Background: an optimization exercise with open tools, aiming at small area and a short achievable clock period. Do not read the settings as production practice. Only simulation tests tie the RTL to the original design; equivalence was not proved.

// top
module top (
    input             clk,
    input      [15:0] x,
    input      [15:0] y,
    output reg [31:0] Q_p
);
For scale: ~840 cells after synthesis, roughly 65 I/O pins, about 5500 um2 of cells after synthesis.
export LEC_CHECK = 0
export CAP_MARGIN = 20
export CORE_MARGIN = 2
export CORE_UTILIZATION = 40
export SLEW_MARGIN = 20
create_clock -name core_clock -period 14.0 [get_ports {clk}]
standard.sh (not shown) runs the stock make flow with config.mk's settings and CLKGATE_MAP_FILE= SYNTH_SCRIPT=/design/flow/synth_recipe.tcl, a recipe that flattens the netlist after the stock synthesis.
==> flow/flow/run.sh <==
#!/bin/bash
# Own layout flow: the standard ORFS flow with these changes:
#  - synthesis keeps the modules named in KEEP (flattened again at the end, as the standard flow's script
#    does) so that ABC maps each with a script of its own (ABC_PLAN: module:script pairs);
#  - ports get PORT_BUF buffers;
#  - timing repair aims SETUP_MARGIN ns below the clock period.
# Every tool's output goes to a log file in the work folder (and ORFS's own logs under orfs/logs).
set -euo pipefail
WORK=$(pwd)
FLOWDIR=$WORK/flow
source $FLOWDIR/settings.sh

cp config.mk my_config.mk
cat >> my_config.mk <<EOC
export SETUP_SLACK_MARGIN = ${SETUP_MARGIN}
export TNS_END_PERCENT = 100
export BUFFER_PORTS_ARGS = -buffer_cell ${PORT_BUF}
export SYNTH_KEEP_MODULES = ${KEEP:-}
EOC
[ -n "${EXTRA_MK:-}" ] && printf '%b\n' "$EXTRA_MK" >> my_config.mk

# synthesis script: the standard flow's, with abc run once per module of ABC_PLAN, each with its own script
{
  echo "proc abc {args} {"
  echo "  set i [lsearch -exact \$args -script]"
  echo "  foreach {mod scr} {${ABC_PLAN}} {"
  echo "    set a \$args"
  echo "    lset a [expr {\$i + 1}] $FLOWDIR/\$scr"
  echo "    yosys abc {*}\$a \$mod"
  echo "  }"
  echo "}"
  cat synth_recipe.tcl
} > my_synth.tcl

make -C "$FLOW_HOME" DESIGN_CONFIG=$WORK/my_config.mk WORK_HOME=$WORK/orfs CLKGATE_MAP_FILE= \
  SYNTH_SCRIPT=$WORK/my_synth.tcl finish > $WORK/make_finish.log 2>&1

RES=$WORK/orfs/results/$FLOW_PLATFORM/top/base
: # left out here: write the final layout as DEF
==> flow/flow/amap.abc <==
strash; dch -f; amap
==> flow/flow/exp.abc <==
strash; dch -f; amap; topo
==> flow/flow/gate.abc <==
strash; map -a
==> flow/flow/settings.sh <==
SETUP_MARGIN=9.5
PORT_BUF=sky130_fd_sc_hd__buf_1
KEEP="roba_expx roba_expy g_a21oi g_inv g_nand2 g_nor2 g_nor3 g_o21ai g_o22ai g_xnor2 g_xor2 "
ABC_PLAN="roba_expx exp.abc roba_expy exp.abc g_* gate.abc top amap.abc"
EXTRA_MK='export ADDER_MAP_FILE =
export CTS_BUF_LIST = sky130_fd_sc_hd__clkbuf_8
export CTS_CLUSTER_SIZE = 32
export CTS_CLUSTER_DIAMETER = 60
export SKIP_GATE_CLONING = 1'
The baseline completed with no timing, DRC or antenna violations.
Edit:
--- a/flow/flow/run.sh
+++ b/flow/flow/run.sh
@@ -28,2 +28,3 @@
   echo "    lset a [expr {\$i + 1}] $FLOWDIR/\$scr"
+  echo "    if {[string match roba_exp* \$mod]} { foreach c {${EXP_DU:-}} { lappend a -dont_use \$c } }"
   echo "    yosys abc {*}\$a \$mod"
==> flow/flow/exp.abc (replaced) <==
strash; dch -f; map -D 900; topo; buffer -N 8; upsize -D 900; dnsize -D 900; stime -p
--- a/flow/flow/settings.sh
+++ b/flow/flow/settings.sh
@@ -8,2 +8,4 @@
 export CTS_CLUSTER_DIAMETER = 60
-export SKIP_GATE_CLONING = 1'
+export SKIP_GATE_CLONING = 1
+export REMOVE_ABC_BUFFERS = 1'
+EXP_DU="sky130_fd_sc_hd__nor4_* sky130_fd_sc_hd__nor3_* sky130_fd_sc_hd__or4_* sky130_fd_sc_hd__or3_* sky130_fd_sc_hd__a211oi_* sky130_fd_sc_hd__a2111oi_* sky130_fd_sc_hd__o2111ai_* sky130_fd_sc_hd__a311oi_* sky130_fd_sc_hd__o311ai_* sky130_fd_sc_hd__a41oi_* sky130_fd_sc_hd__o41ai_* sky130_fd_sc_hd__nor4b_* sky130_fd_sc_hd__nor3b_* sky130_fd_sc_hd__or2_* sky130_fd_sc_hd__and4_* sky130_fd_sc_hd__a221oi_* sky130_fd_sc_hd__o221ai_*"
The new run finished with timing, DRC and antenna clean.
Via count goes down by 8.9%.
Clock-buffer cell count falls by 2.
Design area falls by 23%.
Sequential share of layout area grows by 4.5 points.

[what the ideal ports hide]
The flow's constraints put no driver on any port. The routed layouts listed below were extracted and timed again, unchanged, in two steps.
Step 1 sets driving cells, clkbuf_16 on the clock port and buf_2 on the other inputs (assumed; they add their load-dependent delay and slew).
Step 2 times the ports against the registers' clock, not the clock port: input delays grow and output delays shrink by t, the midpoint of the rising clock arrivals with the driver on.
Three values: ideal ports, drivers, drivers and shift; two values: the first two.
| run | shift t [ns] | slack for setup (ns) | worst setup path at the end |
|---|---|---|---|
| the first run | 0.407 | 9.366 / 9.366 / 9.366 | register to register |
| the second run | 0.388 | 9.805 / 9.805 / 9.683 | input to register |
After both steps setup and hold are still met in every run listed. The setup slack of the second run, which loses most, moves by 0.000 ns with the drivers and by -0.122 ns with both steps.
